This design comes from an exercise in tuning for small area and a short achievable clock period on the open sky130 flow, not from production work. RTL that was checked went through simulation tests only; none was proved equivalent to the original. Power figures rest on the tool's default switching activity, not on a simulated workload.

## run 1
Design mul_pipe, start of the top module:
module mul_pipe(
	input [15:0] numA59,
	input [15:0] numB59,
	input clk_59,
	input reset_59,
	output reg [15:0] Acc_result_59
);
For scale: ~560 cells after synthesis, about 120 flip-flops, about 6100 um2 of cells after synthesis.
==> flow/config.mk <==
export PLATFORM = sky130hd
export DESIGN_NAME = mul_pipe
export DESIGN_NICKNAME = mul_pipe
export VERILOG_FILES = /design/flow/design.v
export SDC_FILE = /design/flow/constraint.sdc
export NUM_CORES = 4
export LEC_CHECK = 0
export CAP_MARGIN = 20
export CORE_MARGIN = 2
export CORE_UTILIZATION = 60
export CTS_BUF_LIST = sky130_fd_sc_hd__clkbuf_4 sky130_fd_sc_hd__clkbuf_8
export CTS_CLUSTER_DIAMETER = 60
export CTS_CLUSTER_SIZE = 30
export SETUP_SLACK_MARGIN = 3.0
export SLEW_MARGIN = 20
export TNS_END_PERCENT = 100
==> flow/constraint.sdc <==
create_clock -name core_clock -period 5.0 [get_ports {clk_59}]
set_input_delay 1.0000 -clock core_clock [delete_from_list [all_inputs] [get_ports {clk_59}]]
set_output_delay 1.0000 -clock core_clock [all_outputs]
set_load 0.01 [all_outputs]
standard.sh (not shown) runs the stock make flow with config.mk's settings and CLKGATE_MAP_FILE= SYNTH_SCRIPT=/design/flow/synth_recipe.tcl, a recipe that flattens the netlist after the stock synthesis.
==> flow/flow/run.sh <==
#!/bin/bash
# Standard ORFS layout, with plain buffers (instead of the default delay-style
# buffer) on the input and output ports.
set -euo pipefail
export BUFFER_PORTS_ARGS="-buffer_cell sky130_fd_sc_hd__buf_1"
bash standard.sh synth > synth.log 2>&1
bash standard.sh > layout.log 2>&1
### run 1 -> run 2
-- flow/design.v --
<<< run 1, line 235
wire s203 = t3[42] ^ t3[43];
wire c204 = t3[42] & t3[43];
wire [12:5] sl3 = {1'b0, c182, c180, c178, c176, c174, c172, t3[2]} + {1'b0, s183, s181, s179, s177, s175, s173, s171};
wire [21:12] xh3 = {c202, c200, c198, c196, c194, c192, c190, c188, c186, c184};
wire [21:12] yh3 = {s203, s201, s199, s197, s195, s193, s191, s189, s187, s185};
wire [21:12] h3 = xh3 + yh3;
reg [11:10] pl4; reg cs4; reg [21:12] h4; reg z4, s4; reg [4:0] e4;
always @(posedge clk_59) begin
	z4 <= z3; s4 <= s3; e4 <= e3; pl4 <= sl3[11:10]; cs4 <= sl3[12];
	h4 <= h3;
end
wire io1 = h4[12];
wire io2 = h4[12] & h4[13];
wire io3 = h4[12] & h4[13] & h4[14];
wire io4 = h4[12] & h4[13] & h4[14] & h4[15];
wire io5 = h4[12] & h4[13] & h4[14] & h4[15] & h4[16];
wire io6 = h4[12] & h4[13] & h4[14] & h4[15] & h4[16] & h4[17];
wire io7 = h4[12] & h4[13] & h4[14] & h4[15] & h4[16] & h4[17] & h4[18];
wire io8 = h4[12] & h4[13] & h4[14] & h4[15] & h4[16] & h4[17] & h4[18] & h4[19];
wire io9 = h4[12] & h4[13] & h4[14] & h4[15] & h4[16] & h4[17] & h4[18] & h4[19] & h4[20];
wire [21:12] ph4 = {h4[21] ^ (cs4 & io9), h4[20] ^ (cs4 & io8), h4[19] ^ (cs4 & io7), h4[18] ^ (cs4 & io6), h4[17] ^ (cs4 & io5), h4[16] ^ (cs4 & io4), h4[15] ^ (cs4 & io3), h4[14] ^ (cs4 & io2), h4[13] ^ (cs4 & io1), h4[12] ^ cs4};
wire [21:10] q4 = {ph4, pl4};
wire [9:0] m4 = q4[21] ? q4[20:11] : q4[19:10];
>>> run 2, line 235
wire s203 = t3[42] ^ t3[43];
wire c204 = t3[42] & t3[43];
wire [13:5] sl3 = {1'b0, c184, c182, c180, c178, c176, c174, c172, t3[2]} + {1'b0, s185, s183, s181, s179, s177, s175, s173, s171};
wire [21:13] xh3 = {c202, c200, c198, c196, c194, c192, c190, c188, c186};
wire [21:13] yh3 = {s203, s201, s199, s197, s195, s193, s191, s189, s187};
wire [21:13] h3 = xh3 + yh3;
reg [12:10] pl4; reg cs4; reg [21:13] h4; reg z4, s4; reg [4:0] e4;
always @(posedge clk_59) begin
	z4 <= z3; s4 <= s3; e4 <= e3; pl4 <= sl3[12:10]; cs4 <= sl3[13];
	h4 <= h3;
end
wire io1 = h4[13];
wire io2 = h4[13] & h4[14];
wire io3 = h4[13] & h4[14] & h4[15];
wire io4 = h4[13] & h4[14] & h4[15] & h4[16];
wire io5 = h4[13] & h4[14] & h4[15] & h4[16] & h4[17];
wire io6 = h4[13] & h4[14] & h4[15] & h4[16] & h4[17] & h4[18];
wire io7 = h4[13] & h4[14] & h4[15] & h4[16] & h4[17] & h4[18] & h4[19];
wire io8 = h4[13] & h4[14] & h4[15] & h4[16] & h4[17] & h4[18] & h4[19] & h4[20];
wire [21:13] ph4 = {h4[21] ^ (cs4 & io8), h4[20] ^ (cs4 & io7), h4[19] ^ (cs4 & io6), h4[18] ^ (cs4 & io5), h4[17] ^ (cs4 & io4), h4[16] ^ (cs4 & io3), h4[15] ^ (cs4 & io2), h4[14] ^ (cs4 & io1), h4[13] ^ cs4};
wire [21:10] q4 = {ph4, pl4};
wire [9:0] m4 = q4[21] ? q4[20:11] : q4[19:10];
--- outcome ---
- Timing, DRC, antenna: 0 failures across run 1 and run 2
- Diff run 1 -> run 2 | complex-gate fraction of the synthesized area | increase of 0.17 points
- Run 2: signed area change from the synthesized netlist to the final layout lower than run 1
- Routed wire length per instance: run 2 > run 1
- Side by side, achievable frequency turned out higher in run 2 than in run 1.
- In terms of number of nets produced by synthesis, run 2 and run 1 differ only marginally.
- Compared with run 1, run 2 shows a worst setup slack that is 0.073 ns higher.
Function was not checked in any run of this note: the RTL went through the layout flow alone.

* * *

Another version of the RTL of mul_pipe (not shown whole).
For scale: ~560 cells after synthesis, ~50 I/O pins.
## mul_pipe
module mul_pipe(
	input [15:0] numA59,
	input [15:0] numB59,
	input clk_59,
	input reset_59,
	output reg [15:0] Acc_result_59
);
wire z1 = (numA59 == 16'h0000) | (numB59 == 16'h0000);
wire s1 = numA59[15] ^ numB59[15];
wire [4:0] e1 = numA59[14:10] + numB59[14:10] + 5'd17;
wire [10:0] bb = {1'b1, numB59[9:0]};
wire [4:0] one1, two1, neg1;
genvar gi;
generate for (gi = 0; gi < 5; gi = gi + 1) begin : benc
	wire b0 = (gi == 0) ? 1'b0 : bb[2*gi-1];
	wire b1 = bb[2*gi];
	wire b2 = bb[2*gi+1];
	assign one1[gi] = b1 ^ b0;
	assign two1[gi] = (b2 & ~b1 & ~b0) | (~b2 & b1 & b0);
	assign neg1[gi] = b2 & ~(b1 & b0);
end endgenerate
reg z2, s2; reg [4:0] e2; reg [9:0] ma2; reg [4:0] one2, two2, neg2; reg b9_2;
always @(posedge clk_59) begin
	z2 <= z1; s2 <= s1; e2 <= e1; ma2 <= numA59[9:0];
	one2 <= one1; two2 <= two1; neg2 <= neg1; b9_2 <= numB59[9];
end
wire pp1 = ((one2[0] & ma2[0])) ^ neg2[0];
wire pp2 = ((one2[0] & ma2[1]) | (two2[0] & ma2[0])) ^ neg2[0];
wire pp3 = ((one2[0] & ma2[2]) | (two2[0] & ma2[1])) ^ neg2[0];
wire pp4 = ((one2[0] & ma2[3]) | (two2[0] & ma2[2])) ^ neg2[0];
wire pp5 = ((one2[0] & ma2[4]) | (two2[0] & ma2[3])) ^ neg2[0];
wire pp6 = ((one2[0] & ma2[5]) | (two2[0] & ma2[4])) ^ neg2[0];
wire pp7 = ((one2[0] & ma2[6]) | (two2[0] & ma2[5])) ^ neg2[0];
wire pp8 = ((one2[0] & ma2[7]) | (two2[0] & ma2[6])) ^ neg2[0];
wire pp9 = ((one2[0] & ma2[8]) | (two2[0] & ma2[7])) ^ neg2[0];
wire pp10 = ((one2[0] & ma2[9]) | (two2[0] & ma2[8])) ^ neg2[0];
wire pp11 = (one2[0] | (two2[0] & ma2[9])) ^ neg2[0];
wire pp12 = (two2[0]) ^ neg2[0];
wire pp13 = ((one2[1] & ma2[0])) ^ neg2[1];
wire pp14 = ((one2[1] & ma2[1]) | (two2[1] & ma2[0])) ^ neg2[1];
wire pp15 = ((one2[1] & ma2[2]) | (two2[1] & ma2[1])) ^ neg2[1];
wire pp16 = ((one2[1] & ma2[3]) | (two2[1] & ma2[2])) ^ neg2[1];
wire pp17 = ((one2[1] & ma2[4]) | (two2[1] & ma2[3])) ^ neg2[1];
wire pp18 = ((one2[1] & ma2[5]) | (two2[1] & ma2[4])) ^ neg2[1];
wire pp19 = ((one2[1] & ma2[6]) | (two2[1] & ma2[5])) ^ neg2[1];
wire pp20 = ((one2[1] & ma2[7]) | (two2[1] & ma2[6])) ^ neg2[1];
wire pp21 = ((one2[1] & ma2[8]) | (two2[1] & ma2[7])) ^ neg2[1];
wire pp22 = ((one2[1] & ma2[9]) | (two2[1] & ma2[8])) ^ neg2[1];
wire pp23 = (one2[1] | (two2[1] & ma2[9])) ^ neg2[1];
wire pp24 = (two2[1]) ^ neg2[1];
  ...
==> flow/config.mk <==
export PLATFORM = sky130hd
export DESIGN_NAME = mul_pipe
export DESIGN_NICKNAME = mul_pipe
export VERILOG_FILES = /design/flow/design.v
export SDC_FILE = /design/flow/constraint.sdc
export NUM_CORES = 4
export LEC_CHECK = 0
export CAP_MARGIN = 20
export CORE_MARGIN = 2
export CORE_UTILIZATION = 60
export CTS_BUF_LIST = sky130_fd_sc_hd__clkbuf_4 sky130_fd_sc_hd__clkbuf_8
export CTS_CLUSTER_DIAMETER = 60
export CTS_CLUSTER_SIZE = 30
export SETUP_SLACK_MARGIN = 3.2
export SLEW_MARGIN = 20
export TNS_END_PERCENT = 0
==> flow/constraint.sdc <==
create_clock -name core_clock -period 5.0 [get_ports {clk_59}]
set_input_delay 1.0000 -clock core_clock [delete_from_list [all_inputs] [get_ports {clk_59}]]
set_output_delay 1.0000 -clock core_clock [all_outputs]
set_load 0.01 [all_outputs]
Scripts as last shown in full above: flow/flow/run.sh
Then changed:
--- a/flow/design.v
+++ b/flow/design.v
@@ -10,21 +10,21 @@
 wire [4:0] e1 = numA59[14:10] + numB59[14:10] + 5'd17;
 wire [10:0] bb = {1'b1, numB59[9:0]};
 wire [4:0] one1, two1, neg1;
 genvar gi;
 generate for (gi = 0; gi < 5; gi = gi + 1) begin : benc
 	wire b0 = (gi == 0) ? 1'b0 : bb[2*gi-1];
 	wire b1 = bb[2*gi];
 	wire b2 = bb[2*gi+1];
 	assign one1[gi] = b1 ^ b0;
 	assign two1[gi] = (b2 & ~b1 & ~b0) | (~b2 & b1 & b0);
-	assign neg1[gi] = b2 & ~(b1 & b0);
+	assign neg1[gi] = b2;   
 end endgenerate
 reg z2, s2; reg [4:0] e2; reg [9:0] ma2; reg [4:0] one2, two2, neg2; reg b9_2;
 always @(posedge clk_59) begin
 	z2 <= z1; s2 <= s1; e2 <= e1; ma2 <= numA59[9:0];
 	one2 <= one1; two2 <= two1; neg2 <= neg1; b9_2 <= numB59[9];
 end
 wire pp1 = ((one2[0] & ma2[0])) ^ neg2[0];
 wire pp2 = ((one2[0] & ma2[1]) | (two2[0] & ma2[0])) ^ neg2[0];
 wire pp3 = ((one2[0] & ma2[2]) | (two2[0] & ma2[1])) ^ neg2[0];
 wire pp4 = ((one2[0] & ma2[3]) | (two2[0] & ma2[2])) ^ neg2[0];
The new run completed with no timing, DRC or antenna violations.
Via count falls by about 2%.
Total power rises by 1.1%.
Routed wire length falls by about 2.8%.
Final area falls by 2.4%.
Global-route usage falls by 0.48 points.
Setup slack gets worse by 94 ps.
Clock skew stays flat.
Cell count falls by about 2.8%.
Function not checked in the second run of this note: the RTL went through the layout flow alone.

-- separate check: timing with driven ports --
In the flow no input, the clock included, has a driving cell. The finished layouts below were timed again as built, in two steps.
Step 1 assumes that a clkbuf_16 drives the clock port and a buf_2 every other input.
Step 2 also shifts input and output timing later by t, the mid clock arrival at the registers, as if the neighbouring blocks saw the same clock.
Slacks: no drivers / after step 1 / after step 2; pairs: no drivers / after step 1.
| run | shift t [ns] | slack for setup (ns) | clock arrival spread, ns | pins driven straight from the clock port |
|---|---|---|---|---|
| run 1 | 0.449 | 2.824 / 2.824 / 2.785 | 0.011 / 0.011 | 1 |
| run 2 | 0.462 | 2.897 / 2.897 / 2.744 | 0.014 / 0.014 | 1 |
| the first run of note 2 | 0.463 | 3.023 / 3.023 / 2.772 | 0.010 / 0.010 | 1 |
| the second run of note 2 | 0.461 | 2.928 / 2.928 / 2.768 | 0.012 / 0.013 | 1 |
After both steps setup and hold are still met in every run listed. For the first run of note 2, which loses most, drivers alone change the setup slack by 0.000 ns; drivers and shift together by -0.251 ns.
